This is an optimization exercise on Yosys and OpenROAD, whose aim is small area, not a production implementation.
At most, simulation tests tie the RTL to the original design; equivalence was not proved. No driver is modelled on the clock port, so clocking that relies on it looks cheaper here than on a real chip.

==> wip/indigo <==
## fft_8point
module fft_8point(
    input clk,
    input rst,
    input  signed [15:0] x_real_0, input signed [15:0] x_imag_0,
    input  signed [15:0] x_real_1, input signed [15:0] x_imag_1,
    input  signed [15:0] x_real_2, input signed [15:0] x_imag_2,
    input  signed [15:0] x_real_3, input signed [15:0] x_imag_3,
    input  signed [15:0] x_real_4, input signed [15:0] x_imag_4,
    input  signed [15:0] x_real_5, input signed [15:0] x_imag_5,
    input  signed [15:0] x_real_6, input signed [15:0] x_imag_6,
    input  signed [15:0] x_real_7, input signed [15:0] x_imag_7,
    output signed [15:0] X_real_0, output signed [15:0] X_imag_0,
    output signed [15:0] X_real_1, output signed [15:0] X_imag_1,
    output signed [15:0] X_real_2, output signed [15:0] X_imag_2,
    output signed [15:0] X_real_3, output signed [15:0] X_imag_3,
    output signed [15:0] X_real_4, output signed [15:0] X_imag_4,
    output signed [15:0] X_real_5, output signed [15:0] X_imag_5,
    output signed [15:0] X_real_6, output signed [15:0] X_imag_6,
    output signed [15:0] X_real_7, output signed [15:0] X_imag_7
);
==> flow/config.mk <==
export PLATFORM = sky130hd
export DESIGN_NAME = fft_8point
export DESIGN_NICKNAME = fft_8point
export VERILOG_FILES = /design/flow/design.v
export SDC_FILE = /design/flow/constraint.sdc
export NUM_CORES = 4
export LEC_CHECK = 0
export ABC_AREA = 1
export CAP_MARGIN = 20
export CORE_MARGIN = 2
export CORE_UTILIZATION = 65
export SLEW_MARGIN = 20
export SYNTH_HIERARCHICAL = 1
export SYNTH_MINIMUM_KEEP_SIZE = 0
==> flow/constraint.sdc <==
create_clock -name core_clock -period 10.0 [get_ports {clk}]
set_input_delay 2.0000 -clock core_clock [delete_from_list [all_inputs] [get_ports {clk}]]
set_output_delay 2.0000 -clock core_clock [all_outputs]
set_load 0.01 [all_outputs]
run.sh (not shown) runs the stock make flow with config.mk's settings and CLKGATE_MAP_FILE= SYNTH_SCRIPT=/design/flow/synth_recipe.tcl, a recipe that flattens the netlist after the stock synthesis.
==> wip/raven (differences from wip/indigo) <==
Settings changed: ABC_AREA 1 to default, CORE_UTILIZATION 65 to 40.
==> comparison <==
Of wip/indigo and wip/raven, wip/indigo has the higher sequential share of layout area (gap 0.62 points). Between wip/indigo and wip/raven, the lower first-iteration DRC count is in wip/raven (gap 24%, measured against wip/raven). Of wip/indigo and wip/raven, wip/raven has the higher final area (gap 1.7%, measured against wip/raven). Against wip/raven, the critical path depth of wip/indigo is lower by 9.
No run of this note included a check of the RTL's function; only the layout flow was run.

========
==> inputs of tundra <==
fft_8point, a different RTL version from the one above (not shown whole).
export LEC_CHECK = 0
export CAP_MARGIN = 20
export CORE_MARGIN = 2
export CORE_UTILIZATION = 60
export CTS_BUF_LIST = sky130_fd_sc_hd__clkbuf_16
export CTS_CLUSTER_DIAMETER = 120
export CTS_CLUSTER_SIZE = 28
export SLEW_MARGIN = 20
export SYNTH_HIERARCHICAL = 1
export SYNTH_MINIMUM_KEEP_SIZE = 0
create_clock -name core_clock -period 10.0 [get_ports {clk}]
standard.sh (not shown) runs the stock make flow with config.mk's settings and CLKGATE_MAP_FILE= SYNTH_SCRIPT=/design/flow/synth_recipe.tcl, a recipe that flattens the netlist after the stock synthesis.
==> flow/flow/run.sh <==
#!/bin/bash
# The standard layout (standard.sh: unchanged synthesis and steps) with two
# layout settings changed:
#  - the port buffers use the smallest buffer cell (buf_1);
#  - CTS: clkbuf_16 leaf buffers over clusters of up to 28 registers, clkbuf_8
#    for the tree above them, and no dummy clock loads.
export BUFFER_PORTS_ARGS="-buffer_cell sky130_fd_sc_hd__buf_1"
export CTS_ARGS="-sink_clustering_enable -repair_clock_nets -buf_list sky130_fd_sc_hd__clkbuf_16 -sink_clustering_size 30 -sink_clustering_max_diameter 110 -tree_buf sky130_fd_sc_hd__clkbuf_8 -root_buf sky130_fd_sc_hd__clkbuf_8 -dont_use_dummy_load"
bash standard.sh > standard.log 2>&1
==> delta (differences from tundra) <==
==> flow/flow/run.sh (replaced) <==
#!/bin/bash
# The standard layout (standard.sh, unchanged synthesis and steps); the only
# difference is the cell used for the port buffers: buf_1 instead of the default.
export BUFFER_PORTS_ARGS="-buffer_cell sky130_fd_sc_hd__buf_1"
bash standard.sh > standard.log 2>&1
--- a/flow/config.mk
+++ b/flow/config.mk
@@ -9,8 +9,8 @@
 export CORE_MARGIN = 2
 export CORE_UTILIZATION = 60
 export CTS_BUF_LIST = sky130_fd_sc_hd__clkbuf_16
-export CTS_CLUSTER_DIAMETER = 120
-export CTS_CLUSTER_SIZE = 28
+export CTS_CLUSTER_DIAMETER = 80
+export CTS_CLUSTER_SIZE = 32
 export SLEW_MARGIN = 20
 export SYNTH_HIERARCHICAL = 1
 export SYNTH_MINIMUM_KEEP_SIZE = 0
==> comparison <==
In tundra the cell count is lower than in delta, by about 0.75%. In delta the hold slack is better than in tundra, by 0.026 ns. Sequential cell count is the same in tundra and delta. Area after synthesis is the same in delta and tundra. Wire length: delta is larger than tundra (0.77%). Setup slack: delta is worse than tundra (0.028 ns).
==> figures <==
|  | delta | tundra |
|---|---|---|
| Hold-critical path endpoint | r3_46r[9]$_DFF_P_ | r3_46i[29]$_DFF_P_ |
| Met3 Use GR | 0.0445 | 0.0414 |
| Fraction of area in non-clock buffers | 0.0445 | 0.0451 |
| Cell at the root of the clock tree | sky130_fd_sc_hd__clkbuf_16 | sky130_fd_sc_hd__clkbuf_8 |
| Detailed-route via count | 20,800 | 20,600 |
| Post-route cell area | 43,700 um^2 | 43,100 um^2 |
| Share of cell area taken by flip-flops and latches | 0.346 | 0.350 |
| Per-cell routed wire length | 23.0 um | 23.0 um |
| First-pass GRT wire length | 139 mm | 138 mm |
| Signal arrival time at the worst endpoint | 10.15 ns | 10.26 ns |
| Multi-input combinational area share | 0.520 | 0.527 |
| Result of the run | finished clean | finished clean |
| Delay contributed by the slowest stage of the critical path | 0.57 ns | 0.56 ns |
| Setup Skew | 0.0367 ns | 0.114 ns |

========
==> run a <==
Starting RTL as in the previous note.
Settings: LEC_CHECK=0, CAP_MARGIN=20, CORE_MARGIN=2, CORE_UTILIZATION=60, CTS_BUF_LIST=sky130_fd_sc_hd__clkbuf_16, CTS_CLUSTER_DIAMETER=120, CTS_CLUSTER_SIZE=28, SLEW_MARGIN=20, SYNTH_HIERARCHICAL=1, SYNTH_MINIMUM_KEEP_SIZE=0; clock period 10.0 ns.
==> flow/flow/run.sh <==
#!/bin/bash
# The standard layout (standard.sh: unchanged synthesis and steps) with two
# layout settings changed:
#  - the port buffers use the smallest buffer cell (buf_1);
#  - CTS: clkbuf_16 leaf buffers over clusters of up to 28 registers, clkbuf_8
#    for the tree above them, and no dummy clock loads.
export BUFFER_PORTS_ARGS="-buffer_cell sky130_fd_sc_hd__buf_1"
export CTS_ARGS="-sink_clustering_enable -repair_clock_nets -buf_list sky130_fd_sc_hd__clkbuf_16 -sink_clustering_size 28 -sink_clustering_max_diameter 120 -tree_buf sky130_fd_sc_hd__clkbuf_8 -root_buf sky130_fd_sc_hd__clkbuf_8 -dont_use_dummy_load"
bash standard.sh > standard.log 2>&1
==> run b (differences from run a) <==
--- a/flow/flow/run.sh
+++ b/flow/flow/run.sh
@@ -2,6 +2,3 @@
 # The standard layout (standard.sh: unchanged synthesis and steps) with two
-# layout settings changed:
-#  - the port buffers use the smallest buffer cell (buf_1);
-#  - CTS: clkbuf_16 leaf buffers over clusters of up to 28 registers, clkbuf_8
-#    for the tree above them, and no dummy clock loads.
+# settings changed: buf_1 as the port buffer cell, and no dummy clock loads in CTS.
 export BUFFER_PORTS_ARGS="-buffer_cell sky130_fd_sc_hd__buf_1"
CORE_UTILIZATION = 50   (was 60)
CTS_CLUSTER_DIAMETER = 100   (was 120)
==> run c (differences from run a) <==
==> flow/flow/run.sh (replaced) <==
#!/bin/bash
# The standard layout (standard.sh: unchanged synthesis and steps) with two
# settings changed: buf_1 as the port buffer cell, and no dummy clock loads in CTS.
export BUFFER_PORTS_ARGS="-buffer_cell sky130_fd_sc_hd__buf_1"
export CTS_ARGS="-sink_clustering_enable -repair_clock_nets -buf_list sky130_fd_sc_hd__clkbuf_16 -sink_clustering_size 30 -sink_clustering_max_diameter 130 -dont_use_dummy_load"
bash standard.sh > standard.log 2>&1
CTS_CLUSTER_DIAMETER = 100   (was 120)
==> run d (differences from run a) <==
==> flow/flow/run.sh (replaced) <==
#!/bin/bash
# The standard layout (standard.sh, unchanged synthesis and steps); the only
# difference is the cell used for the port buffers: buf_1 instead of the default.
export BUFFER_PORTS_ARGS="-buffer_cell sky130_fd_sc_hd__buf_1"
bash standard.sh > standard.log 2>&1
CTS_CLUSTER_SIZE = 24   (was 28)
==> qor summary <==
Well-Tap Cells: run a 864; run c 864; run d 864; run b 1050
M3 GR Usage: run a 4.26%; run c 3.83%; run d 4.32%; run b 2.31%
Met3 layer wire length in the routed design: run a 4740 µm; run c 4990 µm; run d 4990 µm; run b 3500 µm
Core Util, Final: run a 65.9%; run c 65.9%; run d 66.3%; run b 55.2%
Non-clock buffering overhead in the final layout: run a 4.51%; run c 4.51%; run d 4.48%; run b 4.51%
Outcome: run a no timing/DRC/antenna violations; run c no timing/DRC/antenna violations; run d no timing/DRC/antenna violations; run b no timing/DRC/antenna violations
Core footprint: run a 65500 µm²; run c 65500 µm²; run d 65500 µm²; run b 78700 µm²
Die extent in x: run a 261 µm; run c 261 µm; run d 261 µm; run b 285 µm
Routed vias: run a 20.6k; run c 20.6k; run d 20.7k; run b 20.7k
DRC violation total after the first TritonRoute iteration: run a 1063; run c 967; run d 1089; run b 916
Slew headroom: run a 40.1%; run c 38.7%; run d 42.0%; run b 21.7%
Vertical die dimension: run a 261 µm; run c 261 µm; run d 261 µm; run b 285 µm
Clock period minus worst slack: run a 9690 ps; run c 9680 ps; run d 9680 ps; run b 9640 ps

re-timing with driven ports:
Ports are ideal in the flow. The routed layouts listed here were re-timed in OpenROAD. Step 1, drivers: a clkbuf_16 drives clk and a buf_2 each remaining input, both assumed. Step 2, shift: input delay + t, output delay - t, t = (earliest + latest rising clock arrival at the registers) / 2. This alone moves slack from input paths to output paths. Three values: no drivers, after step 1, after step 2; two values: the first two.
| run | t, ns | slack for setup (ns) | worst data-port slew with drivers (ns) |
|---|---|---|---|
| wip/indigo | 0.682 | 0.114 / 0.048 / 0.266 | 0.09 |
| wip/raven | 0.710 | 0.185 / 0.157 / 0.185 | 0.15 |
| tundra | 0.798 | 0.348 / 0.348 / 0.348 | 0.08 |
| delta | 0.655 | 0.321 / 0.321 / 0.321 | 0.07 |
| run a | 0.810 | 0.310 / 0.310 / 0.310 | 0.07 |
| run b | 0.814 | 0.355 / 0.355 / 0.355 | 0.07 |
| run c | 0.661 | 0.322 / 0.322 / 0.322 | 0.07 |
| run d | 0.657 | 0.320 / 0.320 / 0.320 | 0.07 |
After both steps setup and hold are still met in every run listed.
